Background: an optimization exercise with open tools, aiming at small area and a short achievable clock period. Do not read the settings as production practice.
The RTL was checked by simulation tests, not by an equivalence proof against the original design.
Power figures rest on the tool's default switching activity, not on a simulated workload.

### flow/run.sh
#!/bin/bash
set -euo pipefail
bash standard.sh \
  CORE_UTILIZATION=40 \
  SLEW_MARGIN=20 CAP_MARGIN=20 \
  SETUP_SLACK_MARGIN=8.0 \
  CTS_ARGS="-sink_clustering_enable -sink_clustering_size 30 -repair_clock_nets -dont_use_dummy_load" \
  finish > standard.log 2>&1
### standard.sh
#!/bin/bash
# synth_recipe.tcl (not shown) runs the flow's synth.tcl, then flattens the netlist and writes it again
# the make line also repeats each setting of config.mk as NAME=value (left out here)
make -C /OpenROAD-flow-scripts/flow DESIGN_CONFIG=/design/flow/config.mk WORK_HOME=/design/flow/orfs CLKGATE_MAP_FILE= SYNTH_SCRIPT=/design/flow/synth_recipe.tcl "${@:-finish}"
### config.mk
export PLATFORM = sky130hd
export DESIGN_NAME = mary_top
export DESIGN_NICKNAME = mary_top
export VERILOG_FILES = /design/flow/design.v
export SDC_FILE = /design/flow/constraint.sdc
export NUM_CORES = 4
export LEC_CHECK = 0
export CAP_MARGIN = 40
export CORE_MARGIN = 2
export CORE_UTILIZATION = 30
export SLEW_MARGIN = 40
### constraint.sdc
create_clock -name core_clock -period 12.0 [get_ports {clock}]
set_input_delay 2.4000 -clock core_clock [delete_from_list [all_inputs] [get_ports {clock}]]
set_output_delay 2.4000 -clock core_clock [all_outputs]
set_load 0.01 [all_outputs]
### design.v
module mary_top(
  input         clock,
  input         reset,
  input         io_reset,
  input  [31:0] io_instr,
  output [4:0]  io_addr,
  output [31:0] io_out
);
  reg  [1:0]    ph;
  reg  [4:0]    addr;
  reg  [4:0]    t;
  reg  [1:0]    ta1;
  reg  [3:0]    ta2;
  reg  [7:0]    ta3;
  reg  [15:0]   ta4;
  reg  [1023:0] ring;
  reg  [31:0]   vld;
  reg  [31:0]   opa;
  reg  [31:0]   opb;
  reg  [31:0]   res;         
  reg  [31:0]   out;         
  reg  [4:0]    prd;
  reg           pend;
  reg           c_add, c_sll, c_slt, c_sltu, c_xor, c_srl, c_or, c_and;
  reg           c_cin, c_sra, c_left;
  assign io_addr = addr;
  assign io_out  = out;
  wire [6:0] opcode = io_instr[6:0];
  wire [2:0] f3     = io_instr[14:12];
  wire [6:0] f7     = io_instr[31:25];
  wire [4:0] rs1    = io_instr[19:15];
  wire [4:0] rs2    = io_instr[24:20];
  wire last  = (ph == 2'd3) | io_reset;
  wire rd_ph = ~ph[1];                       
  wire use_imm = ~opcode[5];
  reg  [4:0]  tr [0:15];
  reg  [15:0] ok, hit_a, hit_b;
  integer j;
  always @* begin
    for (j = 0; j < 16; j = j + 1) begin
      tr[j] = {ta4[j], ta3[j % 8], ta2[j % 4], ta1[j % 2], t[0]};
      ok[j] = rd_ph & vld[2*j] & ~(pend & (prd == tr[j]));
      hit_a[j] = (rs1 == tr[j]) & ok[j];
      hit_b[j] = (rs2 == tr[j]) & ~use_imm & ok[j];
    end
  end
  wire [4:0] t_nx = reset ? 5'd0 : t + 5'd1;
  reg  [1:0]  ta1_nx;
  reg  [3:0]  ta2_nx;
  reg  [7:0]  ta3_nx;
  reg  [15:0] ta4_nx;
  reg  [4:0]  r_nx;
  always @* begin
    for (j = 0; j < 16; j = j + 1) begin
      r_nx = {j[3:0], 1'b0} - t_nx;
      if (j < 2) ta1_nx[j] = r_nx[1];
      if (j < 4) ta2_nx[j] = r_nx[2];
      if (j < 8) ta3_nx[j] = r_nx[3];
      ta4_nx[j] = r_nx[4];
    end
  end
  wire byp_a   = pend & (rs1 == prd);
  wire byp_b   = pend & (rs2 == prd);
  wire cap_a   = rd_ph & (rs1[0] == t[0]);    
  wire cap_b   = rd_ph & (rs2[0] == t[0]) & ~use_imm;
  wire imm_b   = (ph == 2'd1) & use_imm;
  wire [31:0] imm = {{20{io_instr[31]}}, io_instr[31:20]};
  reg  [31:0] nxt_a, nxt_b;
  always @* begin
    nxt_a = ({32{cap_a & byp_a}} & res) | ({32{~cap_a}} & opa);
    nxt_b = ({32{cap_b & byp_b}} & res) | ({32{~cap_b & ~imm_b}} & opb)
          | ({32{imm_b}} & imm);
    for (j = 0; j < 16; j = j + 1) begin
      nxt_a = nxt_a | ({32{hit_a[j]}} & ring[64*j +: 32]);
      nxt_b = nxt_b | ({32{hit_b[j]}} & ring[64*j +: 32]);
    end
  end
  wire [4:0] ws = prd + t + 5'd1;
  wire do_wr = pend & (ws[1:0] == 2'b00);
  integer s;
  always @(posedge clock) begin
    for (s = 0; s < 32; s = s + 1) begin
      if ((s % 4) == 0 && do_wr && ws[4:2] == s / 4) begin
        ring[32*s +: 32] <= res;
        vld[s] <= ~reset;
      end else begin
        ring[32*s +: 32] <= ring[32*((s + 31) % 32) +: 32];
        vld[s] <= ~reset & vld[(s + 31) % 32];
      end
    end
  end
  wire [31:0] bx  = opb ^ {32{c_cin}};
  wire [32:0] sum = {1'b0, opa} + {1'b0, bx} + {32'd0, c_cin};
  wire ltu = ~sum[32];
  wire lt  = (opa[31] ^ opb[31]) ? opa[31] : sum[31];
  reg  [31:0] sh_in, sh_rev;
  integer k;
  always @* begin
    for (k = 0; k < 32; k = k + 1) sh_in[k] = c_left ? opa[31 - k] : opa[k];
  end
  wire [31:0] shr = $signed({c_sra & opa[31], sh_in}) >>> opb[4:0];
  always @* begin
    for (k = 0; k < 32; k = k + 1) sh_rev[k] = shr[31 - k];
  end
  wire [31:0] alu = ({32{c_add}}  & sum[31:0])
                  | ({32{c_sll}}  & sh_rev)
                  | ({31'd0, c_slt  & lt})
                  | ({31'd0, c_sltu & ltu})
                  | ({32{c_xor}}  & (opa ^ opb))
                  | ({32{c_srl}}  & shr)
                  | ({32{c_or}}   & (opa | opb))
                  | ({32{c_and}}  & (opa & opb));
  wire is_opi = opcode == 7'h13;
  wire is_op  = opcode == 7'h33;
  wire f7z    = f7 == 7'h00;
  wire f7s    = f7 == 7'h20;
  wire opz    = is_op & f7z;
  wire oki    = is_opi | opz;
  always @(posedge clock) begin
    c_add  <= f3 == 3'd0 & (oki | (is_op & f7s));
    c_sll  <= f3 == 3'd1 & oki;
    c_slt  <= f3 == 3'd2 & oki;
    c_sltu <= f3 == 3'd3 & oki;
    c_xor  <= f3 == 3'd4 & oki;
    c_srl  <= f3 == 3'd5 & ((is_opi | is_op) & (f7z | f7s));
    c_or   <= f3 == 3'd6 & oki;
    c_and  <= f3 == 3'd7 & oki;
    c_cin  <= (f3 == 3'd0 & is_op & f7s) | f3 == 3'd2 | f3 == 3'd3;
    c_sra  <= f7s & f3 == 3'd5;
    c_left <= f3 == 3'd1;
    opa <= nxt_a;
    opb <= nxt_b;
    out <= alu;                
    t   <= t_nx;
    ta1 <= ta1_nx;
    ta2 <= ta2_nx;
    ta3 <= ta3_nx;
    ta4 <= ta4_nx;
    if (ph == 2'd2) begin
      res <= alu;
      prd <= io_instr[11:7];
    end
    if (reset) begin
      ph   <= 2'd0;
      addr <= 5'd0;
      pend <= 1'b0;
    end else begin
      ph   <= last ? 2'd0 : ph + 2'd1;
      if (last) addr <= addr + 5'd1;
      pend <= (ph == 2'd2 & ~io_reset) | (pend & ~do_wr);
    end
  end
endmodule
==> results of run 1 <==
==> metrics by stage <==
stage	setup WS [ns]	util, %
after floorplan	7.99	-
after global placement	5.80	42.4
after CTS	7.97	46.0
after detailed placement	6.05	42.4
after global routing	7.89	46.2
final	7.96	46.2
==> timing repair <==
action,in CTS,in global routing
resized for setup,139,54
setup endpoints to repair,90,123
pin swaps,14,8
cloned,6,3
setup buffers,23,5
==> how the worst max path moves through the flow <==
stage | end | depth (start not counted) | slack, ns | start
floorplan | opb[4]$_DFF_P_ | 9 | 7.99 | io_instr[22]
global placement | opb[8]$_DFF_P_ | 9 | 5.80 | io_instr[21]
detailed placement | opb[15]$_DFF_P_ | 10 | 6.05 | io_instr[22]
CTS | opb[15]$_DFF_P_ | 10 | 7.97 | io_instr[24]
global route | ring[781]$_DFF_P_ | 7 | 7.89 | t[0]$_DFF_P_
finish | opb[15]$_DFF_P_ | 10 | 7.96 | io_instr[21]
==> cell usage in the layout, fill, tap and decap left out, drive strengths merged, types with 106 or more instances in the layout <==
master,netlist,routed
mux2,286,286
a22oi,295,295
nand2,191,191
xor2,123,123
ha,106,106
a221oi,117,117
dfxtp,1206,1206
nand3,128,128
inv,110,109
clkbuf,136,125
nor2,108,108
==> power groups by stage <==
| stage | clock (uW) | combinational (uW) | sequential (uW) |
|---|---|---|---|
| 2_1_floorplan | 0 | 255 | 4330 |
| 3_3_place_gp | 0 | 347 | 4360 |
| 3_5_place_dp | 0 | 350 | 4360 |
| 4_1_cts | 3160 | 368 | 4270 |
| 5_1_grt | 3310 | 411 | 4280 |
| 6_report | 3120 | 383 | 4280 |
==> final cells by class <==
class,count,area [sq um],area share (%)
flip-flops and latches,1243,25300,50.4
multi-input cells,2156,17500,35.0
clock buffers,117,2930,5.84
repair buffers,184,2170,4.32
well taps,1414,1770,3.53
inverters,113,433,0.864
diodes,2,5.00,0.00999
==> sequential cells by signal, summed over array words and instances, names as in the netlist, 2 cells and up <==
| signal | count |
|---|---|
| ta1 | 2 |
| vld | 32 |
| ring | 1024 |
| opa | 32 |
| ta2 | 4 |
| addr | 5 |
| t | 5 |
| out | 32 |
| ph | 2 |
| ta3 | 8 |
| prd | 5 |
| opb | 32 |
| res | 32 |
| ta4 | 16 |
==> routing by layer <==
layer | share of wire (%) | wire (um)
met1 | 41 | 64900
met2 | 42 | 66900
met3 | 12 | 18200
met4 | 4.8 | 7600
met5 | 0.052 | 82
==> worst max-delay path, cell delays in order <==
cell	delay (ns)
clkdlybuf4s15_2	0.26
xor2_1	0.32
nor4b_2	0.12
nand2_1	0.20
nor3_4	0.07
buf_4	0.28
a22o_1	0.27
a221oi_1	0.26
nand4_1	0.14
a211o_1	0.24
==> kinds of logic (layout without fill, tap and decap cells) <==
kind of cell / count (synthesis) / count (layout)
AOI/OAI and AO/OA: 842 / 842
muxes: 356 / 356
adders and majority gates: 107 / 107
xor gates and xnor gates: 181 / 181
other: 0 / 2
buffers and inverters: 368 / 414
DFF: 1243 / 1243
and+or+nand+nor: 670 / 670
==> flow_summary.json, run 1 <==
{
  "tns_ns": 0,
  "critical_path_class": "in -> reg",
  "hold_path_depth": 0,
  "synth_xor_xnor_area_share_pct": 3.64,
  "hold_slack_ns": 0.278,
  "routabilityCongestion": 0.947,
  "power.density_nw_per_um2": 155,
  "tightestPinTransition_ns": 1.13,
  "dieArea_sq_um": 112000,
  "hold_buffers": 0,
  "status": "complete, no violations",
  "async_reset_ff_share_pct": 0,
  "startpoint_type": "input pin",
  "drt_pass1_iterations": 13,
  "port_buffers": 71,
  "slew_headroom_pct": 25.0,
  "synth_adder_area_share_pct": 3.09,
  "leakagePower_uw": 0.0195,
  "r2r-start": "t[0]$_DFF_P_",
  "min_to": "ring[334]$_DFF_P_",
  "avgSynthCellArea_sq_um": 11.6,
  "ant_nets": 0,
  "crit_fanout": 15,
  "clkPwrFrac_pct": 40.1,
  "fin_cells": 5229,
  "required_ns": 12.55,
  "cts_buffers": 117,
  "num_vias": 32600,
  "p_sw_uw": 1730,
  "synth_common_cells": "1,206 x dfxtp_1, 295 x a22oi_1, 280 x mux2_2",
  "timing.rr.end": "ring[275]$_DFF_P_",
  "stdcell_area_sq_um": 50100,
  "tritoncts": "yes",
  "die_x_um": 334,
  "p_int_uw": 6040,
  "ios": 72,
  "grt_start_max_net_pins": 46,
  "setup_viol": 0,
  "route.detailed.drc": 0,
  "syn_nets": 3909,
  "die_h_um": 334,
  "grt_pass1_wl_um": 223000,
  "end_kind": "register",
  "min_from": "ring[302]$_DFF_P_",
  "dpl_cell_area_sq_um": 46000,
  "core-area_sq_um": 108000,
  "drv_cap": 0,
  "ff2ff_setup_slack_ns": 8.07,
  "fillers": 9886,
  "fin_crit_sh_pct": 33.7,
  "cts_htree_levels": 3,
  "place_inst": 5073,
  "yosys.area.top_type": "dfxtp_1",
  "synthCells": 3767,
  "muxShareOfSynthArea_pct": 9.65,
  "grt_pass1_vias": 31200,
  "cts_buffer_depth": 3,
  "start_util_pct": 40.2,
  "synth_top_family_by_area": "compound AO/OA/AOI/OAI gates",
  "vias_per_cell": 6.24,
  "synth-seq-cells": 1243,
  "path_clk_slew_ns": 0.06,
  "clock_latency_ns": 0.71,
  "final_max_slew_viol_count": 0,
  "use_met1_pct": 37.0,
  "ys.warnings.count": 2,
  "nets": 3957,
  "ir_drop_mv": 0.116,
  "p_total_uw": 7780,
  "hold_viol": 0,
  "yosys.area_share.simple_pct": 7.51,
  "fp-row-count": 121,
  "globalRouteTotalUtil_pct": 27.3,
  "hold_class": "reg -> reg",
  "p_comb_share_pct": 4.9,
  "synth.top_cell.area_share_pct": 55.4,
  "yosysUniqueCellTypes": 81,
  "drtIter0Drc": 5326,
  "max_freq_mhz": 247,
  "grt_use_met3_pct": 7.72,
  "antenna_found_initial": 11,
  "routedWlPerCell_um": 30.1,
  "cts_root_buf": "clkbuf_16",
  "post-route-min-period_ns": 4.04,
  "wl_um": 158000,
  "sw_frac_of_total_pct": 22.3,
  "skew_ns": 0.0819,
  "areaGrowthSynthToFinish_pct": 14.9,
  "hpwl_um": 90600,
  "arrival_ns": 4.59,
  "synth.area.top_cells": "dfxtp_1 55%, mux2_2 7.2%, a22oi_1 5.1%, ha_1 3.0%, edfxtp_1 2.5%",
  "synth-seq-area-share_pct": 57.9,
  "synth_most_common_cell": "dfxtp_1",
  "synthFlopType": "dfxtp_1",
  "syn_area_sq_um": 43600,
  "rsz0062_at_grt": "true",
  "layout-drive-gt1-share_pct": 16.9,
  "grt-ovfl-total": 0,
  "synth_compound_area_share_pct": 14.7,
  "met2_usage_pct": 40.6,
  "power_frac_seq_pct": 55.0,
  "r2r_cells": 7,
  "top_usage_layer": "met2",
  "cts_sinks": 1243,
  "synth_edf_count": 37
}
==> run 2, diff against run 1 <==
--- a/design.v
+++ b/design.v
@@ -23,3 +23,4 @@
   reg           pend;
-  reg           c_add, c_sll, c_slt, c_sltu, c_xor, c_srl, c_or, c_and;
+  reg  [7:0]    wen;         
+  reg           c_add, c_sll, c_slt, c_sltu, c_x, c_g, c_srl;
   reg           c_cin, c_sra, c_left;
@@ -77,4 +78,11 @@
   end
-  wire [4:0] ws = prd + t + 5'd1;
-  wire do_wr = pend & (ws[1:0] == 2'b00);
+  wire       wr_now  = |wen;
+  wire       pend_nx = ~reset & ((ph == 2'd2 & ~io_reset) | (pend & ~wr_now));
+  wire [4:0] prd_nx  = (ph == 2'd2) ? io_instr[11:7] : prd;
+  wire [4:0] ws_nx   = prd_nx + t_nx + 5'd1;
+  reg  [7:0] wen_nx;
+  always @* begin
+    for (j = 0; j < 8; j = j + 1)
+      wen_nx[j] = pend_nx & (ws_nx == 4 * j);
+  end
   integer s;
@@ -82,3 +90,3 @@
     for (s = 0; s < 32; s = s + 1) begin
-      if ((s % 4) == 0 && do_wr && ws[4:2] == s / 4) begin
+      if ((s % 4) == 0 && wen[s / 4]) begin
         ring[32*s +: 32] <= res;
@@ -91,3 +99,5 @@
   end
-  wire [31:0] bx  = opb ^ {32{c_cin}};
+  wire [31:0] bx = opb ^ {32{c_cin}};
+  wire [31:0] p  = opa ^ bx;
+  wire [31:0] g  = opa & bx;
   wire [32:0] sum = {1'b0, opa} + {1'b0, bx} + {32'd0, c_cin};
@@ -95,19 +105,22 @@
   wire lt  = (opa[31] ^ opb[31]) ? opa[31] : sum[31];
-  reg  [31:0] sh_in, sh_rev;
+  wire [4:0]  sh  = opb[4:0];
+  wire [4:0]  amt = c_left ? (~sh + 5'd1) : sh;
+  wire [31:0] r0  = amt[0] ? {opa[0],     opa[31:1]} : opa;
+  wire [31:0] r1  = amt[1] ? {r0[1:0],    r0[31:2]}  : r0;
+  wire [31:0] r2  = amt[2] ? {r1[3:0],    r1[31:4]}  : r1;
+  wire [31:0] r3  = amt[3] ? {r2[7:0],    r2[31:8]}  : r2;
+  wire [31:0] r4  = amt[4] ? {r3[15:0],   r3[31:16]} : r3;
+  reg  [31:0] th, shv;                   
   integer k;
   always @* begin
-    for (k = 0; k < 32; k = k + 1) sh_in[k] = c_left ? opa[31 - k] : opa[k];
+    for (k = 0; k < 32; k = k + 1) th[k] = (sh <= k);
+    for (k = 0; k < 32; k = k + 1)
+      shv[k] = (c_sll & th[k] & r4[k]) | (c_srl & th[31 - k] & r4[k])
+             | (c_sra & ~th[31 - k] & opa[31]);
   end
-  wire [31:0] shr = $signed({c_sra & opa[31], sh_in}) >>> opb[4:0];
-  always @* begin
-    for (k = 0; k < 32; k = k + 1) sh_rev[k] = shr[31 - k];
-  end
-  wire [31:0] alu = ({32{c_add}}  & sum[31:0])
-                  | ({32{c_sll}}  & sh_rev)
-                  | ({31'd0, c_slt  & lt})
-                  | ({31'd0, c_sltu & ltu})
-                  | ({32{c_xor}}  & (opa ^ opb))
-                  | ({32{c_srl}}  & shr)
-                  | ({32{c_or}}   & (opa | opb))
-                  | ({32{c_and}}  & (opa & opb));
+  wire [31:0] alu = ({32{c_add}} & sum[31:0])
+                  | shv
+                  | {31'd0, (c_slt & lt) | (c_sltu & ltu)}
+                  | ({32{c_x}} & p)
+                  | ({32{c_g}} & g);
   wire is_opi = opcode == 7'h13;
@@ -123,8 +136,7 @@
     c_sltu <= f3 == 3'd3 & oki;
-    c_xor  <= f3 == 3'd4 & oki;
+    c_x    <= (f3 == 3'd4 | f3 == 3'd6) & oki;
+    c_g    <= (f3 == 3'd7 | f3 == 3'd6) & oki;
     c_srl  <= f3 == 3'd5 & ((is_opi | is_op) & (f7z | f7s));
-    c_or   <= f3 == 3'd6 & oki;
-    c_and  <= f3 == 3'd7 & oki;
     c_cin  <= (f3 == 3'd0 & is_op & f7s) | f3 == 3'd2 | f3 == 3'd3;
-    c_sra  <= f7s & f3 == 3'd5;
+    c_sra  <= f3 == 3'd5 & (is_opi | is_op) & f7s;
     c_left <= f3 == 3'd1;
@@ -138,6 +150,6 @@
     ta4 <= ta4_nx;
-    if (ph == 2'd2) begin
-      res <= alu;
-      prd <= io_instr[11:7];
-    end
+    if (ph == 2'd2) res <= alu;
+    prd <= prd_nx;
+    pend <= pend_nx;
+    wen <= wen_nx;
     if (reset) begin
@@ -145,3 +157,2 @@
       addr <= 5'd0;
-      pend <= 1'b0;
     end else begin
@@ -149,3 +160,2 @@
       if (last) addr <= addr + 5'd1;
-      pend <= (ph == 2'd2 & ~io_reset) | (pend & ~do_wr);
     end
==> flow/run.sh (replaced) <==
#!/bin/bash
set -euo pipefail
bash standard.sh \
  CORE_UTILIZATION=40 \
  SLEW_MARGIN=20 CAP_MARGIN=20 \
  SETUP_SLACK_MARGIN=8.0 \
  CTS_ARGS="-sink_clustering_enable -repair_clock_nets -dont_use_dummy_load" \
  finish > standard.log 2>&1
==> run 2 against run 1 <==
Still clean. Sequential power rose by 3%. Sequential cell count rose by 7. Routed wire length fell by 4.6%. Largest cell class unchanged. Sequential share of layout area rose by 1.2 points. First-iteration DRC count fell by 17%. Utilization rose by 0.22 points. Global-route usage fell by 0.60 points. Setup slack improved by 0.053 ns. Critical path depth rose by 1. Synthesized area fell by 1.8%.
==> flow_summary.json, run 2 <==
{
  "arrival_ns": 4.58,
  "skew_ns": 0.116,
  "fp-row-count": 119,
  "multi_input_area_sq_um": 16800,
  "seq_area_sq_um": 25400,
  "p_comb_share_pct": 5.9,
  "crit_chain": "clkbuf_2 -> xor2_4 -> nor4b_2 -> nand2_2 -> nor3_4 -> buf_4 -> buf_6 -> a22oi_1 -> nand4_1 -> nor2_1 -> nand3_1",
  "cp_num_buf_inv": 3,
  "cts_buffers": 121,
  "antenna_cells": 0,
  "port_buffers": 71,
  "power_frac_seq_pct": 54.5,
  "max_freq_mhz": 251,
  "slowest_stage": "nor4b_2",
  "synth-seq-cells": 1250,
  "cts_root_buf": "clkbuf_16",
  "p_sw_uw": 1840,
  "cts_htree_levels": 3,
  "routabilityCongestion": 0.910,
  "synth-seq-area-share_pct": 59.2,
  "top_register": "ring",
  "syn_area_sq_um": 42800,
  "nets": 3674,
  "hold_slack_ns": 0.260,
  "cts_sinks": 1250,
  "die_h_um": 331,
  "hpwl_um": 84400,
  "antenna_found_initial": 6,
  "crit_fanout": 16,
  "path_clk_slew_ns": 0.06,
  "tightestPinTransition_ns": 1.08,
  "fillers": 9547,
  "hold_buffers": 0,
  "cp_top_family": "simple AND/OR/NAND/NOR gates",
  "synth_common_cells": "1,218 x dfxtp_1, 298 x a22oi_1, 264 x mux2_2",
  "ir_drop_mv": 0.115,
  "synthFlopType": "dfxtp_1",
  "sw_frac_of_total_pct": 22.8,
  "stdcell_area_sq_um": 49100,
  "rsz0062_at_grt": "false",
  "synth.area.top_cells": "dfxtp_1 57%, mux2_2 6.9%, a22oi_1 5.2%, a221oi_1 2.6%, xor2_1 2.6%",
  "clkPwrFrac_pct": 39.6,
  "required_ns": 12.59,
  "hold_viol": 0,
  "slew_headroom_pct": 27.9,
  "dieArea_sq_um": 110000,
  "routedWlPerCell_um": 30.2,
  "grt_pass1_wl_um": 213000,
  "grt_start_max_net_pins": 48,
  "grt-ovfl-total": 0,
  "core-area_sq_um": 106000,
  "start_util_pct": 40.5,
  "tns_ns": 0,
  "synth_most_common_cell": "dfxtp_1",
  "leakagePower_uw": 0.0192,
  "wl_um": 150000,
  "setup_viol": 0,
  "dpl_cell_area_sq_um": 45100,
  "power.density_nw_per_um2": 164,
  "avgSynthCellArea_sq_um": 12.0,
  "hold_class": "reg -> reg",
  "tritoncts": "yes",
  "vias_per_cell": 6.24,
  "clock_latency_ns": 0.72,
  "die_x_um": 331,
  "drtIter0Drc": 4416,
  "yosys.area.top_type": "dfxtp_1",
  "synthCells": 3567,
  "ant_nets": 0,
  "drv_cap": 0,
  "yosysUniqueCellTypes": 73,
  "ys.warnings.count": 2,
  "final_max_slew_viol_count": 0,
  "num_vias": 31100,
  "cts_buffer_depth": 3,
  "p_int_uw": 6230,
  "globalRouteTotalUtil_pct": 26.7,
  "fin_crit_sh_pct": 33.2,
  "grt_pass1_vias": 29900,
  "critical_path.max_stage_delay_ns": 0.52,
  "synth.top_cell.area_share_pct": 57.0,
  "route.detailed.drc": 0,
  "drt_pass1_iterations": 10,
  "startpoint_type": "input pin",
  "synth_edf_count": 32,
  "largest_reg_flops": 1024,
  "final_common_cell": "dfxtp_1",
  "final_cell_mix": "1,207 x dfxtp_1, 298 x a22oi_1, 264 x mux2_2, 129 x a221oi_1, 126 x nand2_1",
  "post-route-min-period_ns": 3.99,
  "critical_path_class": "in -> reg",
  "syn_nets": 3651,
  "end_kind": "register",
  "ios": 72,
  "layout-drive-gt1-share_pct": 17.3,
  "areaGrowthSynthToFinish_pct": 14.7,
  "status": "complete, no violations",
  "async_reset_ff_share_pct": 0
}
run 2: what timing repair did:
action,4_1_cts,5_1_grt
buffers inserted,11,5
endpoints found under the setup margin,110,63
cloned,6,2
gates resized for setup,150,40
hold endpoints to repair,0,0
pin swaps,8,4
run 2: through the flow:
stage,worst slack [ns],utilization (%),power (uW),std cells
2_1_floorplan,8.00,-,4770,3567
3_3_place_gp,6.59,42.7,4920,4834
3_5_place_dp,6.60,42.7,4930,4834
4_1_cts,7.96,46.3,8100,4972
5_1_grt,7.98,46.4,8310,4979
6_report,8.01,46.4,8070,4979
run 2: cell families after synthesis:
kind of cell / Yosys count / synth area share [%]
buf+inv: 306 / 2.98
fa+ha+maj: 49 / 1.45
simple gates: 569 / 6.64
compound gates: 821 / 15.0
mux: 394 / 11.0
flops: 1250 / 59.2
xor+xnor: 178 / 3.68
run 2: worst paths after layout:
| kind | start | endpoint | slack, ns | depth (start not counted) |
|---|---|---|---|---|
| max reg2reg | c_cin$_DFF_P_ | res[28]$_DFFE_PP_ | 8.12 | 11 |
| min | ring[563]$_DFF_P_ | ring[595]$_DFF_P_ | 0.26 | 0 |
| max | io_instr[20] | opb[31]$_DFF_P_ | 8.01 | 11 |
| min reg2reg | ring[563]$_DFF_P_ | ring[595]$_DFF_P_ | 0.26 | 0 |
run 2: power by group through the flow:
| stage | Sequential, uW | Clock, uW | Combinational, uW |
|---|---|---|---|
| 3_5_place_dp | 4480 | 0 | 451 |
| 2_1_floorplan | 4410 | 0 | 360 |
| 6_report | 4390 | 3200 | 478 |
| 5_1_grt | 4400 | 3390 | 515 |
| 4_1_cts | 4390 | 3240 | 471 |
| 3_3_place_gp | 4480 | 0 | 446 |
run 2: final cells by class:
class | count | area share, %
timing repair buffer | 163 | 4.13
clock buffer | 121 | 6.17
multi-input combinational | 2011 | 34.2
tap | 1391 | 3.55
sequential | 1250 | 51.7
inverter | 43 | 0.329
run 2: layer usage:
metal	track usage [%]	routed length (um)	vias to the layer above
li1	-	-	13200
met1	35.8	61300	15100
met2	39.9	63900	2191
met3	8.29	17900	525
met4	11.3	7270	2
met5	0	15	-
==> run 3, diff against run 2 <==
==> flow/run.sh (replaced) <==
#!/bin/bash
set -euo pipefail
bash standard.sh \
  CORE_UTILIZATION=40 \
  SLEW_MARGIN=20 CAP_MARGIN=20 \
  SETUP_SLACK_MARGIN=7.8 \
  CTS_ARGS="-sink_clustering_enable -sink_clustering_size 25 -sink_clustering_max_diameter 120 -repair_clock_nets -dont_use_dummy_load" \
  finish > standard.log 2>&1
==> run 3 against run 2 <==
Setup slack worse by 0.17 ns. Clock skew is 0.072 ns lower. Die area is the same. Combinational power is essentially flat. Still clean on timing, DRC and antenna. Via count down 0.60%. Synthesized cell count did not move.
==> flow_summary.json, run 3 <==
{
  "slowest_stage": "nor4b_4",
  "areaGrowthSynthToFinish_pct": 10.9,
  "rsz0062_at_grt": "false",
  "synth-seq-cells": 1250,
  "cts_sinks": 1250,
  "synth.top_cell.area_share_pct": 57.0,
  "critical_path_class": "in -> reg",
  "vias_per_cell": 6.28,
  "r2r-start": "c_cin$_DFF_P_",
  "grt-ovfl-total": 0,
  "tightestPinTransition_ns": 1.25,
  "critical_path.max_stage_delay_ns": 0.41,
  "die_x_um": 331,
  "cts_buffer_depth": 3,
  "synth_common_cells": "1,218 x dfxtp_1, 298 x a22oi_1, 264 x mux2_2",
  "setup_viol": 0,
  "tns_ns": 0,
  "slew_headroom_pct": 16.0,
  "status": "complete, no violations",
  "dieArea_sq_um": 110000,
  "synthFlopType": "dfxtp_1",
  "num_vias": 30900,
  "cts_root_buf": "clkbuf_16",
  "route.detailed.drc": 0,
  "ios": 72,
  "synth_most_common_cell": "dfxtp_1",
  "tritoncts": "yes",
  "yosysUniqueCellTypes": 73,
  "synth-seq-area-share_pct": 59.2,
  "routabilityCongestion": 0.912,
  "drt_pass1_iterations": 9,
  "ff2ff_setup_slack_ns": 7.90,
  "antenna_found_initial": 8,
  "final_common_cell": "dfxtp_1",
  "startpoint_type": "input pin",
  "hold_class": "reg -> reg",
  "syn_nets": 3651,
  "cts_htree_levels": 2,
  "cts_buffers": 56,
  "avgSynthCellArea_sq_um": 12.0,
  "leakagePower_uw": 0.0183,
  "required_ns": 12.61,
  "post-route-min-period_ns": 4.15,
  "synthCells": 3567,
  "crit_fanout": 16,
  "layout-drive-gt1-share_pct": 15.5,
  "timing.rr.end": "res[28]$_DFFE_PP_",
  "skew_ns": 0.0440,
  "r2r_cells": 11,
  "crit_chain": "dlygate4sd2_1 -> xor2_2 -> nor4b_4 -> buf_4 -> nand2_2 -> nor3_4 -> buf_12 -> bufbuf_16 -> a22o_1 -> a221oi_1 -> nand4_1",
  "arrival_ns": 4.77,
  "die_h_um": 331,
  "core-area_sq_um": 106000,
  "routedWlPerCell_um": 30.8,
  "clock_latency_ns": 0.67,
  "globalRouteTotalUtil_pct": 26.6,
  "cp-endpoint": "opb[4]$_DFF_P_",
  "final_cell_mix": "1,208 x dfxtp_1, 298 x a22oi_1, 264 x mux2_2, 129 x a221oi_1, 126 x nand2_1",
  "top_register": "ring",
  "fin_crit_sh_pct": 34.6,
  "port_buffers": 71,
  "drv_cap": 0,
  "largest_reg_flops": 1024,
  "max_freq_mhz": 241,
  "ir_drop_mv": 0.114,
  "synth.area.top_cells": "dfxtp_1 57%, mux2_2 6.9%, a22oi_1 5.2%, a221oi_1 2.6%, xor2_1 2.6%",
  "yosys.area.top_type": "dfxtp_1",
  "critPathLaunch": "io_instr[21]",
  "start_util_pct": 40.5,
  "syn_area_sq_um": 42800,
  "ys.warnings.count": 2,
  "grt_start_max_net_pins": 48,
  "hold_viol": 0,
  "wl_um": 152000,
  "grt_pass1_vias": 29300,
  "power.density_nw_per_um2": 147,
  "end_kind": "register",
  "ant_nets": 0,
  "path_clk_slew_ns": 0.10,
  "final_util_pct": 44.9,
  "hpwl_um": 84800,
  "nets": 3615,
  "synth_edf_count": 32,
  "fp-row-count": 119,
  "async_reset_ff_share_pct": 0,
  "final_max_slew_viol_count": 0,
  "drtIter0Drc": 5127,
  "grt_pass1_wl_um": 211000
}
[run 3: cell counts after synthesis]
No cell type changed its count.
[run 3: logic make-up (layout without fill, tap and decap cells)]
logic type | after synthesis | in the layout | synth area share [%]
AO/OA/AOI/OAI | 821 | 821 | 15.0
adder cells (fa/ha/maj) | 49 | 49 | 1.45
buffers and inverters | 306 | 268 | 2.98
XOR/XNOR | 178 | 178 | 3.68
flip-flops | 1250 | 1250 | 59.2
other | 0 | 2 | 0
multiplexers | 394 | 394 | 11.0
AND/OR/NAND/NOR | 569 | 569 | 6.64
[run 3: timing repair]
item	CTS	global route
endpoints found under the setup margin	94	68
pin swaps	3	6
gates resized for setup	119	43
cloned	6	5
hold buffers	0	0
setup buffers	9	10
[run 3: layer usage]
layer	global-route usage (%)	wire length, um
met5	0	49
met1	36.7	62000
met4	11.1	7540
met2	38.6	62800
met3	7.96	19200
[run 3: how the worst min path moves through the flow]
stage	cells after the start	slack (ns)	startpoint	end
after global placement	0	0.31	ring[959]$_DFF_P_	ring[991]$_DFF_P_
after global routing	0	0.32	ring[436]$_DFF_P_	ring[468]$_DFF_P_
after detailed placement	0	0.31	ring[35]$_DFF_P_	ring[67]$_DFF_P_
final	0	0.31	ring[436]$_DFF_P_	ring[468]$_DFF_P_
after floorplan	0	0.31	ring[160]$_DFF_P_	ring[192]$_DFF_P_
after CTS	0	0.32	ring[436]$_DFF_P_	ring[468]$_DFF_P_
[run 3: power breakdown]
group | switching, uW | total (uW) | internal, uW | leakage, uW
logic | 278 | 477 | 199 | 0.00750
clock network | 1260 | 2090 | 834 | 0.000690
registers | 118 | 4390 | 4270 | 0.0101
[run 3: layout make-up]
| type | instances | area (sq um) |
|---|---|---|
| Inverter | 43 | 161 |
| Fill cell | 9727 | 58300 |
| Antenna cell | 2 | 5.00 |
| Tap cell | 1391 | 1740 |
| Clock buffer | 56 | 1400 |
| Multi-Input combinational cell | 2011 | 16600 |
| Sequential cell | 1250 | 25400 |
| Timing Repair Buffer | 169 | 2120 |
[run 3: worst max-delay path: cells and delay by family]
family | cells | cell delay, ns
buffers and inverters | 4 | 1.02
XOR/XNOR | 1 | 0.24
AO/OA/AOI/OAI | 2 | 0.25
AND/OR/NAND/NOR | 4 | 0.84
[run 3: per-stage QoR]
step	cell area [sq um]	cells	worst slack, ns	total power [uW]	hold slack, ns
2_1_floorplan	42800	3567	7.81	4760	0.310
3_3_place_gp	44900	4834	6.33	4920	0.310
3_5_place_dp	44900	4834	6.24	4930	0.312
4_1_cts	47100	4905	7.79	6970	0.316
5_1_grt	47400	4920	7.79	7170	0.321
6_report	47400	4922	7.85	6960	0.313
==> run 4, diff against run 3 <==
--- a/flow/run.sh
+++ b/flow/run.sh
@@ -5,3 +5,3 @@
   SLEW_MARGIN=20 CAP_MARGIN=20 \
-  SETUP_SLACK_MARGIN=7.8 \
+  SETUP_SLACK_MARGIN=8.1 \
   CTS_ARGS="-sink_clustering_enable -sink_clustering_size 25 -sink_clustering_max_diameter 120 -repair_clock_nets -dont_use_dummy_load" \
==> run 4 against run 3 <==
Still clean on timing, DRC and antenna. Combinational power up 9.2%. Critical path depth decreased by 2. Cell count increased by 0.39%. Synthesized area unchanged. Die area unchanged. Critical path type unchanged. Critical endpoint is now opb[0]$_DFF_P_.
==> flow_summary.json, run 4 <==
{
  "grt_pass1_vias": 29700,
  "yosys.area_share.simple_pct": 6.64,
  "power_frac_seq_pct": 62.4,
  "die_x_um": 331,
  "syn_nets": 3651,
  "max_freq_mhz": 250,
  "stdcell_area_sq_um": 48100,
  "cp_num_buf_inv": 3,
  "synth_top_family_by_area": "compound AO/OA/AOI/OAI gates",
  "grt_start_max_net_pins": 48,
  "final_cell_mix": "1,206 x dfxtp_1, 291 x a22oi_1, 264 x mux2_2, 124 x a221oi_1, 118 x nand2_1",
  "slew_headroom_pct": 31.6,
  "synth_xor_xnor_area_share_pct": 3.68,
  "hold_class": "reg -> reg",
  "critical_path.max_stage_delay_ns": 0.43,
  "leakagePower_uw": 0.0188,
  "power.density_nw_per_um2": 146,
  "muxShareOfSynthArea_pct": 11.0,
  "multi_input_area_sq_um": 17100,
  "setup_ws_ns": 8.01,
  "top_register": "ring",
  "cp_top_family": "simple AND/OR/NAND/NOR gates",
  "drt_pass1_iterations": 11,
  "clock_latency_ns": 0.69,
  "globalRouteTotalUtil_pct": 27.4,
  "synthCells": 3567,
  "synth.top_cell.area_share_pct": 57.0,
  "hpwl_um": 85100,
  "grt-ovfl-total": 0,
  "antenna_found_initial": 14,
  "end_kind": "register",
  "synth-seq-area-share_pct": 59.2,
  "die_h_um": 331,
  "drv_cap": 0,
  "crit_fanout": 17,
  "tritoncts": "yes",
  "cts_buffers": 57,
  "dpl_cell_area_sq_um": 45300,
  "synth_common_cells": "1,218 x dfxtp_1, 298 x a22oi_1, 264 x mux2_2",
  "final_max_slew_viol_count": 0,
  "syn_area_sq_um": 42800,
  "r2r-start": "c_cin$_DFF_P_",
  "p_sw_uw": 1690,
  "routabilityCongestion": 0.911,
  "core-area_sq_um": 106000,
  "hold_path_depth": 0,
  "hold_buffers": 0,
  "vias_per_cell": 6.34,
  "synth.area.top_cells": "dfxtp_1 57%, mux2_2 6.9%, a22oi_1 5.2%, a221oi_1 2.6%, xor2_1 2.6%",
  "synth_edf_count": 32,
  "p_int_uw": 5330,
  "largest_reg_flops": 1024,
  "drtIter0Drc": 4819,
  "final_common_cell": "dfxtp_1",
  "synth-seq-cells": 1250,
  "clkPwrFrac_pct": 30.2,
  "port_buffers": 71,
  "routedWlPerCell_um": 31.2,
  "p_total_uw": 7020,
  "required_ns": 12.62,
  "async_reset_ff_share_pct": 0,
  "slowest_stage": "clkdlybuf4s15_2",
  "path_clk_slew_ns": 0.10,
  "wl_um": 154000,
  "cts_sinks": 1250,
  "dpl_worst_slack_ns": 6.18,
  "synth_compound_area_share_pct": 15.0,
  "tightestPinTransition_ns": 1.02,
  "ios": 72,
  "synthFlopType": "dfxtp_1",
  "num_vias": 31300,
  "setup_viol": 0,
  "skew_ns": 0.0636,
  "cts_root_buf": "clkbuf_16",
  "crit_chain": "clkdlybuf4s15_2 -> nor4b_4 -> nand2_2 -> nor3_4 -> buf_12 -> buf_6 -> a22oi_1 -> and4_1 -> nand4_1",
  "grt_pass1_wl_um": 217000,
  "ant_nets": 0,
  "sw_frac_of_total_pct": 24.0,
  "layout-drive-gt1-share_pct": 17.4,
  "min_from": "ring[443]$_DFF_P_",
  "tns_ns": 0,
  "rsz0062_at_grt": "true",
  "avgSynthCellArea_sq_um": 12.0,
  "synth_most_common_cell": "dfxtp_1",
  "ys.warnings.count": 2,
  "nets": 3632,
  "hold_viol": 0,
  "r2r_cells": 12,
  "critical_path_class": "in -> reg",
  "cts_buffer_depth": 3,
  "yosys.area.top_type": "dfxtp_1",
  "fp-row-count": 119,
  "status": "complete, no violations",
  "cts_htree_levels": 2,
  "startpoint_type": "input pin",
  "arrival_ns": 4.61,
  "min_to": "ring[475]$_DFF_P_",
  "post-route-min-period_ns": 3.99,
  "seq_area_sq_um": 25400,
  "areaGrowthSynthToFinish_pct": 12.4,
  "dieArea_sq_um": 110000,
  "fin_crit_sh_pct": 33.3,
  "route.detailed.drc": 0,
  "start_util_pct": 40.5,
  "p_comb_share_pct": 7.4,
  "fillers": 9760,
  "yosysUniqueCellTypes": 73,
  "ff2ff_setup_slack_ns": 8.21,
  "ir_drop_mv": 0.120,
  "timing.rr.end": "res[25]$_DFFE_PP_",
  "synth_adder_area_share_pct": 1.45
}
## run 4: cell counts after synthesis
Identical to the previous run, type by type.
## run 4: area by class of cell
type | instances | share of cell area (%)
diodes | 4 | 0.0208
repair buffers | 184 | 4.76
multi-input cells | 2012 | 35.6
well taps | 1391 | 3.62
flip-flops and latches | 1250 | 52.7
inverters | 43 | 0.341
clock buffers | 57 | 2.97
## run 4: worst max path at each step
stage	startpoint	end	slack [ns]	cells after the start
final	io_instr[5]	opb[0]$_DFF_P_	8.01	9
after global routing	io_instr[20]	opb[30]$_DFF_P_	8.01	11
after CTS	io_instr[21]	opb[30]$_DFF_P_	8.03	11
after detailed placement	io_instr[5]	opb[16]$_DFF_P_	6.18	9
after global placement	io_instr[5]	opb[16]$_DFF_P_	6.27	9
after floorplan	io_instr[22]	opb[9]$_DFF_P_	8.05	10
## run 4: timing repair
item	CTS	global route
pin swaps	14	10
gates cloned	10	1
buffers inserted	24	6
endpoints found under the setup margin	154	86
gates resized for setup	215	52
## run 4: logic make-up (layout without fill, tap and decap cells)
logic type,count (synthesis),in the layout
AOI/OAI and AO/OA,821,821
xor gates and xnor gates,178,178
adders and majority gates,49,49
buffers and inverters,306,284
DFF,1250,1250
muxes,394,394
other,0,4
and+or+nand+nor,569,570
## run 4: per-layer routing
metal | part of all wire, % | vias up | track usage [%]
li1 | - | 13100 | -
met1 | 41 | 15500 | 37.9
met2 | 42 | 2176 | 40.5
met3 | 12 | 457 | 7.69
met4 | 4.3 | 10 | 10.4
met5 | 0.048 | - | 0
## run 4: power by group through the flow
stage | logic [uW] | clock network [uW] | registers [uW]
5_1_grt | 559 | 2280 | 4390
4_1_cts | 505 | 2150 | 4370
3_5_place_dp | 477 | 0 | 4470
2_1_floorplan | 371 | 0 | 4410
3_3_place_gp | 474 | 0 | 4470
6_report | 521 | 2120 | 4380
## run 4: through the flow
step / utilization, % / hold WS [ns] / std cells
after floorplan: - / 0.310 / 3567
after global placement: 42.8 / 0.310 / 4839
after detailed placement: 42.8 / 0.312 / 4839
after CTS: 45.3 / 0.330 / 4930
after global routing: 45.5 / 0.333 / 4938
final: 45.5 / 0.322 / 4941
==> run 5, diff against run 4 <==
==> flow/run.sh (replaced) <==
#!/bin/bash
set -euo pipefail
bash standard.sh \
  CORE_UTILIZATION=50 \
  SLEW_MARGIN=10 CAP_MARGIN=10 \
  SETUP_SLACK_MARGIN=8.0 \
  CTS_ARGS="-sink_clustering_enable -sink_clustering_size 25 -sink_clustering_max_diameter 120 -repair_clock_nets -dont_use_dummy_load" \
  finish > standard.log 2>&1
==> run 5 against run 4 <==
Die area fell by 20%. Combinational power fell by 2%. Synthesized cell count stayed put. Synthesized area unchanged. Maximum frequency down 0.47%. Cell area shrank 0.26%. Global-route usage up 7.2 points. Count of clock-buffer cells in the layout fell by 1. Clock power down 2%. Setup slack lost 0.019 ns. Critical endpoint is now opb[31]$_DFF_P_. Largest cell class unchanged.
==> flow_summary.json, run 5 <==
{
  "slowest_stage": "nor4b_4",
  "port_buffers": 71,
  "cts_sinks": 1250,
  "yosys.area.top_type": "dfxtp_1",
  "final_common_cell": "dfxtp_1",
  "seq_area_sq_um": 25400,
  "yosysUniqueCellTypes": 73,
  "status": "complete, no violations",
  "fp-row-count": 107,
  "multi_input_area_sq_um": 17000,
  "syn_area_sq_um": 42800,
  "cp_top_family": "simple AND/OR/NAND/NOR gates",
  "core-area_sq_um": 85000,
  "dpl_cell_area_sq_um": 44800,
  "avgSynthCellArea_sq_um": 12.0,
  "antenna_found_initial": 14,
  "crit_chain": "clkbuf_4 -> xor2_2 -> nor4b_4 -> nand2_1 -> nor3_4 -> buf_4 -> buf_4 -> a22oi_1 -> nand4_1 -> nor2_1 -> nand3_1",
  "grt_start_max_net_pins": 48,
  "synthCells": 3567,
  "rsz0062_at_grt": "true",
  "ant_nets": 0,
  "ios": 72,
  "routedWlPerCell_um": 33.2,
  "final_max_slew_viol_count": 0,
  "drt_pass1_iterations": 15,
  "leakagePower_uw": 0.0188,
  "ir_drop_mv": 0.105,
  "synth_common_cells": "1,218 x dfxtp_1, 298 x a22oi_1, 264 x mux2_2",
  "synth_edf_count": 32,
  "start_util_pct": 50.3,
  "wl_um": 156000,
  "cts_buffers": 56,
  "p_total_uw": 6980,
  "async_reset_ff_share_pct": 0,
  "synth-seq-area-share_pct": 59.2,
  "cp.depth": 11,
  "end_kind": "register",
  "die_h_um": 297,
  "cts_root_buf": "clkbuf_16",
  "r2r_cells": 12,
  "synth.top_cell.area_share_pct": 57.0,
  "tightestPinTransition_ns": 1.25,
  "routabilityCongestion": 0.930,
  "dieArea_sq_um": 87900,
  "largest_reg_flops": 1024,
  "num_vias": 31600,
  "nets": 3651,
  "globalRouteTotalUtil_pct": 34.6,
  "clock_latency_ns": 0.66,
  "post-route-min-period_ns": 4.01,
  "skew_ns": 0.0283,
  "route.detailed.drc": 0,
  "hpwl_um": 88700,
  "critical_path_class": "in -> reg",
  "critical_path.max_stage_delay_ns": 0.37,
  "syn_nets": 3651,
  "cp_common_cell": "buf_4",
  "hold_viol": 0,
  "drtIter0Drc": 5255,
  "stdcell_area_sq_um": 48000,
  "areaGrowthSynthToFinish_pct": 12.1,
  "max_freq_mhz": 249,
  "cts_buffer_depth": 3,
  "hold_slack_ns": 0.324,
  "synth_most_common_cell": "dfxtp_1",
  "hold_buffers": 0,
  "drv_cap": 0,
  "tns_ns": 0,
  "grt-ovfl-total": 0,
  "fillers": 7007,
  "final_cell_mix": "1,205 x dfxtp_1, 296 x a22oi_1, 264 x mux2_2, 123 x nand2_1, 121 x a221oi_1",
  "arrival_ns": 4.60,
  "power.density_nw_per_um2": 146,
  "cts_htree_levels": 2,
  "setup_viol": 0,
  "synth-seq-cells": 1250,
  "vias_per_cell": 6.72,
  "fin_crit_sh_pct": 33.4,
  "hold_class": "reg -> reg",
  "slew_headroom_pct": 16.5,
  "top_register": "ring",
  "startpoint_type": "input pin",
  "die_x_um": 297,
  "synth.area.top_cells": "dfxtp_1 57%, mux2_2 6.9%, a22oi_1 5.2%, a221oi_1 2.6%, xor2_1 2.6%",
  "cp_num_buf_inv": 3,
  "grt_pass1_vias": 30400,
  "tritoncts": "yes",
  "synthFlopType": "dfxtp_1",
  "required_ns": 12.59,
  "grt_pass1_wl_um": 219000,
  "path_clk_slew_ns": 0.10,
  "hold_path_depth": 0,
  "layout-drive-gt1-share_pct": 17.5,
  "crit_fanout": 9,
  "ys.warnings.count": 2
}
## run 5: cell count changes in the layout (fill, tap and decap cells not counted), moves of 4 or more
| cell | previous run | this run |
|---|---|---|
| buf_12 | 37 | 41 |
| dlygate4sd2_1 | 37 | 5 |
| nand2_2 | 10 | 2 |
| buf_4 | 50 | 61 |
| clkdlybuf4s50_1 | 22 | 52 |
| buf_8 | 5 | 9 |
| a22oi_2 | 7 | 2 |
| a22oi_1 | 291 | 296 |
| nand2_1 | 118 | 123 |
## run 5: per-layer routing
metal	part of all wire (%)	vias to the layer above	wire length (um)	track usage, %
met5	0.033	-	52	0
met4	5.1	8	7940	15.2
met3	12	581	19000	9.23
met2	43	2378	66800	51.5
met1	40	15500	62500	47.4
li1	-	13200	-	-
## run 5: worst paths after layout
check / from / end / slack [ns]
setup / recovery: io_instr[21] / opb[31]$_DFF_P_ / 7.99
hold / removal: ring[300]$_DFF_P_ / ring[332]$_DFF_P_ / 0.32
setup reg to reg: opb[0]$_DFF_P_ / res[0]$_DFFE_PP_ / 8.05
hold reg to reg: ring[300]$_DFF_P_ / ring[332]$_DFF_P_ / 0.32
## run 5: logic make-up (layout without fill, tap and decap cells)
kind of cell	after synthesis	count (layout)	share of synthesized area, %
fa+ha+maj	49	49	1.45
buf+inv	306	304	2.98
compound gates	821	821	15.0
simple gates	569	569	6.64
other cells	0	2	0
flops	1250	1250	59.2
xor+xnor	178	178	3.68
mux	394	394	11.0
## run 5: timing repair
| action | 4_1_cts | 5_1_grt |
|---|---|---|
| gates resized for setup | 173 | 66 |
| cloned | 7 | 3 |
| buffers inserted | 39 | 10 |
| endpoints found under the setup margin | 131 | 86 |
| pin swaps | 19 | 5 |
## run 5: report_power, final
group | total [uW] | internal (uW) | switching (uW)
clock network | 2080 | 833 | 1250
logic | 510 | 210 | 300
registers | 4390 | 4270 | 118
## run 5: cell type report
cell class / instances / share of cell area [%]
Antenna cell: 2 / 0.0104
Sequential cell: 1250 / 52.9
Tap cell: 1144 / 2.98
Inverter: 43 / 0.336
Timing Repair Buffer: 205 / 5.38
Multi-Input combinational cell: 2011 / 35.5
Clock buffer: 56 / 2.92
## run 5: metrics by stage
stage | util [%] | std cells | setup slack, ns
2_1_floorplan | - | 3567 | 8.00
4_1_cts | 56.0 | 4696 | 7.98
5_1_grt | 56.4 | 4709 | 7.97
6_report | 56.4 | 4711 | 7.99
3_3_place_gp | 52.8 | 4594 | 6.15
3_5_place_dp | 52.8 | 4594 | 6.09
==> run 6, diff against run 5 <==
--- a/flow/run.sh
+++ b/flow/run.sh
@@ -3,4 +3,4 @@
 bash standard.sh \
-  CORE_UTILIZATION=50 \
-  SLEW_MARGIN=10 CAP_MARGIN=10 \
+  CORE_UTILIZATION=45 \
+  SLEW_MARGIN=20 CAP_MARGIN=20 \
   SETUP_SLACK_MARGIN=8.0 \
==> run 6 against run 5 <==
Still clean on timing, DRC and antenna. Global-route usage fell by 4.3 points. Via count decreased by 0.71%. First-iteration DRC count decreased by 2.0%. Total power increased by 0.23%. Synthesized area unchanged. Largest power group unchanged.
==> flow_summary.json, run 6 <==
{
  "synth.area.top_cells": "dfxtp_1 57%, mux2_2 6.9%, a22oi_1 5.2%, a221oi_1 2.6%, xor2_1 2.6%",
  "cts_buffers": 58,
  "yosysUniqueCellTypes": 73,
  "ir_drop_mv": 0.109,
  "place_inst": 4702,
  "ys.warnings.count": 2,
  "drv_cap": 0,
  "die_h_um": 312,
  "fin_cells": 4800,
  "hold_viol": 0,
  "clkPwrFrac_pct": 30.4,
  "routedWlPerCell_um": 32.2,
  "power.density_nw_per_um2": 147,
  "arrival_ns": 4.57,
  "post-route-min-period_ns": 3.97,
  "path_clk_slew_ns": 0.10,
  "synthCells": 3567,
  "r2r_cells": 11,
  "areaGrowthSynthToFinish_pct": 11.4,
  "tightestPinTransition_ns": 1.22,
  "ant_nets": 0,
  "hold_class": "reg -> reg",
  "largest_reg_flops": 1024,
  "syn_nets": 3651,
  "synth-seq-area-share_pct": 59.2,
  "end_kind": "register",
  "critical_path.max_stage_delay_ns": 0.43,
  "synthFlopType": "dfxtp_1",
  "max_freq_mhz": 252,
  "final_common_cell": "dfxtp_1",
  "nets": 3615,
  "syn_area_sq_um": 42800,
  "dieArea_sq_um": 97600,
  "hpwl_um": 83100,
  "grt_start_max_net_pins": 48,
  "synth_edf_count": 32,
  "grt_pass1_vias": 29500,
  "clock_latency_ns": 0.69,
  "grt-ovfl-total": 0,
  "p_sw_uw": 1670,
  "top_register": "ring",
  "rsz0062_at_grt": "true",
  "timing.rr.end": "res[0]$_DFFE_PP_",
  "synth-seq-cells": 1250,
  "min_from": "ring[702]$_DFF_P_",
  "startpoint_type": "input pin",
  "port_buffers": 71,
  "stdcell_area_sq_um": 47700,
  "hold_buffers": 0,
  "critical_path_class": "in -> reg",
  "yosys.area.top_type": "dfxtp_1",
  "synth_most_common_cell": "dfxtp_1",
  "globalRouteTotalUtil_pct": 30.4,
  "routabilityCongestion": 0.965,
  "async_reset_ff_share_pct": 0,
  "start_util_pct": 45.2,
  "slew_headroom_pct": 17.8,
  "synth.top_cell.area_share_pct": 57.0,
  "p_comb_share_pct": 6.9,
  "crit_fanout": 16,
  "cts_buffer_depth": 3,
  "dpl_cell_area_sq_um": 44900,
  "tns_ns": 0,
  "num_vias": 31400,
  "grt_pass1_wl_um": 215000,
  "min_to": "ring[734]$_DFF_P_",
  "p_int_uw": 5330,
  "antenna_found_initial": 15,
  "synth_common_cells": "1,218 x dfxtp_1, 298 x a22oi_1, 264 x mux2_2",
  "cts_root_buf": "clkbuf_16",
  "vias_per_cell": 6.54,
  "route.detailed.drc": 0,
  "slowest_stage": "nor4b_2",
  "tritoncts": "yes",
  "required_ns": 12.60,
  "crit_chain": "buf_2 -> xor2_4 -> nor4b_2 -> nand2_2 -> nor3_4 -> buf_12 -> buf_6 -> a22oi_1 -> and4_1 -> nand4_1",
  "ios": 72,
  "power_frac_seq_pct": 62.7,
  "sw_frac_of_total_pct": 23.8,
  "wl_um": 155000,
  "drt_pass1_iterations": 14,
  "status": "complete, no violations",
  "core-area_sq_um": 94600,
  "r2r-start": "opb[0]$_DFF_P_",
  "setup_viol": 0,
  "cts_htree_levels": 2,
  "hold_path_depth": 0,
  "cts_sinks": 1250,
  "leakagePower_uw": 0.0185,
  "ff2ff_setup_slack_ns": 8.08,
  "avgSynthCellArea_sq_um": 12.0,
  "fp-row-count": 113,
  "drtIter0Drc": 5148,
  "layout-drive-gt1-share_pct": 16.2,
  "fillers": 8286,
  "final_max_slew_viol_count": 0,
  "die_x_um": 312,
  "skew_ns": 0.0757,
  "fin_crit_sh_pct": 33.1,
  "final_cell_mix": "1,204 x dfxtp_1, 298 x a22oi_1, 264 x mux2_2, 129 x a221oi_1, 121 x nand2_1"
}
-- run 6: layout make-up --
class	instances	area (sq um)	share of cell area, %
antenna	6	15.0	0.0315
clock buffer	58	1450	3.04
inverter	43	161	0.339
multi-input combinational	2011	16800	35.3
sequential	1250	25400	53.2
tap	1265	1580	3.32
timing repair buffer	167	2260	4.74
-- run 6: timing repair --
| action | CTS | global route |
|---|---|---|
| pin swaps | 12 | 6 |
| gates resized for setup | 157 | 45 |
| setup buffers | 12 | 8 |
| cloned | 12 | 2 |
| setup endpoints to repair | 116 | 68 |
-- run 6: metrics by stage --
step	util, %	total power [uW]	hold WS [ns]	setup slack, ns
2_1_floorplan	-	4770	0.310	8.00
4_1_cts	50.2	7000	0.299	7.96
3_5_place_dp	47.5	4920	0.312	6.56
5_1_grt	50.4	7200	0.301	7.97
6_report	50.4	7000	0.301	8.03
3_3_place_gp	47.5	4920	0.310	6.60
-- run 6: how the worst max path moves through the flow --
stage	cells past startpoint	to	from
3_5_place_dp	10	opb[7]$_DFF_P_	io_instr[20]
2_1_floorplan	10	opa[28]$_DFF_P_	io_instr[17]
4_1_cts	9	opb[26]$_DFF_P_	io_instr[5]
6_report	10	opb[0]$_DFF_P_	io_instr[20]
3_3_place_gp	8	opb[30]$_DFF_P_	io_instr[24]
5_1_grt	11	res[0]$_DFFE_PP_	c_cin$_DFF_P_
-- run 6: worst max-delay path: cells and delay by family --
| family | cells | cell delay [ns] |
|---|---|---|
| xor+xnor | 1 | 0.20 |
| buf+inv | 3 | 0.69 |
| simple gates | 5 | 1.12 |
| compound gates | 1 | 0.15 |
-- run 6: kinds of logic after synthesis --
kind of cell	synth area share, %
AOI/OAI and AO/OA	15.0
xor gates and xnor gates	3.68
adders and majority gates	1.45
buffers and inverters	2.98
DFF	59.2
muxes	11.0
and+or+nand+nor	6.64
-- run 6: power groups by stage --
stage / clock network (uW) / logic [uW] / registers [uW]
after floorplan: 0 / 360 / 4410
after global placement: 0 / 446 / 4470
after detailed placement: 0 / 450 / 4470
after CTS: 2150 / 473 / 4380
after global routing: 2290 / 520 / 4390
final: 2130 / 485 / 4380
-- run 6: layer usage --
layer  GRT usage (%)  part of all wire [%]  up-vias
met3            9.63                    13      495
li1                -                     -    13100
met1            41.6                    41    15500
met4            11.8                   4.3        6
met2            44.6                    42     2345
met5               0                 0.046        -
==> run 7, diff against run 6 <==
--- a/flow/run.sh
+++ b/flow/run.sh
@@ -3,3 +3,3 @@
 bash standard.sh \
-  CORE_UTILIZATION=45 \
+  CORE_UTILIZATION=40 \
   SLEW_MARGIN=20 CAP_MARGIN=20 \
==> run 7 against run 6 <==
Non-clock buffer count increased by 4. Global-route usage decreased by 3.7 points. Synthesized cell count unchanged. Cell area increased by 0.23%. Setup slack improved by 0.018 ns. Worst hold slack got worse by 0.0097 ns. Critical path type unchanged. Die area increased by 12%. Total power decreased by 0.18%. First-iteration DRC count decreased by 11%. Highest routed layer is now met4. Utilization decreased by 5.2 points. Synthesized area unchanged.
==> flow_summary.json, run 7 <==
{
  "tritoncts": "yes",
  "ir_drop_mv": 0.114,
  "setup_ws_ns": 8.05,
  "final_max_slew_viol_count": 0,
  "synth-seq-cells": 1250,
  "synth.top_cell.area_share_pct": 57.0,
  "final_common_cell": "dfxtp_1",
  "final_util_pct": 45.2,
  "grt_pass1_vias": 29200,
  "avgSynthCellArea_sq_um": 12.0,
  "grt-ovfl-total": 0,
  "arrival_ns": 4.56,
  "synth_top_family_by_area": "compound AO/OA/AOI/OAI gates",
  "route.detailed.drc": 0,
  "setup_viol": 0,
  "dpl_cell_area_sq_um": 45100,
  "clock_latency_ns": 0.70,
  "syn_nets": 3651,
  "post-route-min-period_ns": 3.95,
  "critical_path_class": "in -> reg",
  "p_int_uw": 5320,
  "die_h_um": 331,
  "ys.warnings.count": 2,
  "nets": 3618,
  "synthCells": 3567,
  "cts_buffer_depth": 3,
  "final_cell_mix": "1,205 x dfxtp_1, 298 x a22oi_1, 264 x mux2_2, 128 x a221oi_1, 121 x nand2_1",
  "routabilityCongestion": 0.910,
  "globalRouteTotalUtil_pct": 26.7,
  "drtIter0Drc": 4592,
  "cts_buffers": 57,
  "grt_pass1_wl_um": 212000,
  "tightestPinTransition_ns": 1.07,
  "startpoint_type": "input pin",
  "required_ns": 12.60,
  "cts_root_buf": "clkbuf_16",
  "hold_slack_ns": 0.291,
  "tns_ns": 0,
  "crit_fanout": 32,
  "areaGrowthSynthToFinish_pct": 11.7,
  "slew_headroom_pct": 28.6,
  "synth.area.top_cells": "dfxtp_1 57%, mux2_2 6.9%, a22oi_1 5.2%, a221oi_1 2.6%, xor2_1 2.6%",
  "yosys.area_share.simple_pct": 6.64,
  "core-area_sq_um": 106000,
  "synth_common_cells": "1,218 x dfxtp_1, 298 x a22oi_1, 264 x mux2_2",
  "drv_cap": 0,
  "end_kind": "register",
  "hold_buffers": 0,
  "routedWlPerCell_um": 30.8,
  "start_util_pct": 40.5,
  "hpwl_um": 84400,
  "num_vias": 30900,
  "clkPwrFrac_pct": 30.2,
  "synth_adder_area_share_pct": 1.45,
  "vias_per_cell": 6.28,
  "leakagePower_uw": 0.0185,
  "synth_compound_area_share_pct": 15.0,
  "hold_viol": 0,
  "synth_edf_count": 32,
  "async_reset_ff_share_pct": 0,
  "stdcell_area_sq_um": 47800,
  "die_x_um": 331,
  "syn_area_sq_um": 42800,
  "status": "complete, no violations",
  "yosysUniqueCellTypes": 73,
  "fp-row-count": 119,
  "wl_um": 152000,
  "cts_sinks": 1250,
  "fillers": 9671,
  "rsz0062_at_grt": "false",
  "drt_pass1_iterations": 9,
  "power.density_nw_per_um2": 146,
  "p_comb_share_pct": 7.0,
  "hold_class": "reg -> reg",
  "largest_reg_flops": 1024,
  "ant_nets": 0,
  "synth_most_common_cell": "dfxtp_1",
  "synthFlopType": "dfxtp_1",
  "fin_crit_sh_pct": 32.9,
  "dieArea_sq_um": 110000,
  "ios": 72,
  "synth_xor_xnor_area_share_pct": 3.68,
  "skew_ns": 0.0932,
  "path_clk_slew_ns": 0.10,
  "layout-drive-gt1-share_pct": 16.3,
  "power_frac_seq_pct": 62.8,
  "port_buffers": 71,
  "p_sw_uw": 1660,
  "antenna_found_initial": 3,
  "cts_htree_levels": 2,
  "grt_start_max_net_pins": 48,
  "dpl_worst_slack_ns": 6.60,
  "synth-seq-area-share_pct": 59.2,
  "max_freq_mhz": 253,
  "yosys.area.top_type": "dfxtp_1",
  "muxShareOfSynthArea_pct": 11.0,
  "sw_frac_of_total_pct": 23.8,
  "top_register": "ring"
}
-- run 7: changes by cell type in the layout (fill, tap and decap cells not counted), sizes merged, moves of 2 or more --
cell,delta
buf,+9
bufbuf,-6
clkbuf,-2
clkdlybuf4s15,+2
clkdlybuf4s50,+2
diode,-5
dlymetal6s2s,-2
-- run 7: area by class of cell --
type | instances | area (sq um) | area share, %
Inverter | 43 | 161 | 0.338
Sequential cell | 1250 | 25400 | 53.1
Clock buffer | 57 | 1430 | 2.99
Tap cell | 1391 | 1740 | 3.64
Multi-Input combinational cell | 2011 | 16900 | 35.3
Antenna cell | 1 | 2.50 | 0.00524
Timing Repair Buffer | 171 | 2220 | 4.64
-- run 7: cells by family after synthesis --
family,Yosys count
flops,1250
compound gates,821
simple gates,569
mux,394
buf+inv,306
xor+xnor,178
fa+ha+maj,49
-- run 7: metal layers --
layer | track usage, % | vias to the layer above | part of all wire (%)
met1 | 36.3 | 15200 | 41
met4 | 11.5 | 0 | 5.0
met5 | 0 | - | 0
li1 | - | 13100 | -
met2 | 39.5 | 2095 | 42
met3 | 7.55 | 500 | 12
-- run 7: timing repair --
item                       in CTS  in global routing
setup endpoints to repair     113                 42
gates cloned                    9                  3
pin swaps                       9                  6
resized for setup             171                 42
setup buffers                  10                 10
-- run 7: power by group through the flow --
stage / clock network (uW) / registers (uW) / logic (uW)
floorplan: 0 / 4410 / 360
global placement: 0 / 4480 / 446
detailed placement: 0 / 4480 / 451
CTS: 2140 / 4380 / 474
global route: 2280 / 4400 / 524
finish: 2110 / 4390 / 487
-- run 7: path summary, 6_finish.rpt --
kind	start	to	slack, ns	cells after the start
setup / recovery	io_instr[15]	opa[16]$_DFF_P_	8.05	10
setup reg to reg	c_cin$_DFF_P_	res[28]$_DFFE_PP_	8.12	11
hold reg to reg	ring[185]$_DFF_P_	ring[217]$_DFF_P_	0.29	0
hold / removal	ring[185]$_DFF_P_	ring[217]$_DFF_P_	0.29	0
-- run 7: metrics by stage --
stage / std cells / total power [uW]
2_1_floorplan: 3567 / 4770
3_3_place_gp: 4834 / 4920
3_5_place_dp: 4834 / 4930
4_1_cts: 4910 / 6990
5_1_grt: 4923 / 7210
6_report: 4924 / 6990
-- run 7: worst max-delay path, stage by stage --
cell and delay (ns):
clkdlybuf4s15_1 0.25, xor2_2 0.22, nor3_1 0.30, nand2_1 0.17
nor3_4 0.20, buf_6 0.44, a22oi_1 0.21, nand3_1 0.13
a221oi_1 0.05, nand3_1 0.12

[static timing again, ports no longer ideal]
How much do the figures lean on ideal ports? The routed layouts below were timed once more, with nothing changed but the port constraints. Step 1: set_driving_cell puts a clkbuf_16 on clock and a buf_2 on each other input, an assumption about the parent block. Step 2 moves the port delays by t, midway between the first and last clock arrival at a register: inputs arrive t later, outputs are due t later. That takes back most of the time a late clock gives input paths. a / b / c = ideal / step 1 / step 2; a / b = the first two.
run	t (ns)	slack for setup (ns)	worst register clock-pin slew, ns	worst data-port slew with drivers (ns)
run 1	0.746	7.959 / 7.978 / 7.257	0.07 / 0.07	0.04
run 2	0.729	8.012 / 8.004 / 7.326	0.07 / 0.07	0.08
run 3	0.724	7.846 / 7.892 / 7.177	0.10 / 0.10	0.05
run 4	0.724	8.006 / 8.053 / 7.329	0.10 / 0.10	0.06
run 5	0.712	7.987 / 7.974 / 7.319	0.10 / 0.10	0.05
run 6	0.720	8.029 / 8.000 / 7.356	0.10 / 0.10	0.06
run 7	0.728	8.047 / 8.017 / 7.362	0.10 / 0.10	0.08
After both steps setup and hold are still met in every run listed. The setup slack of run 1, which loses most, moves by +0.019 ns with the drivers and by -0.702 ns with both steps.
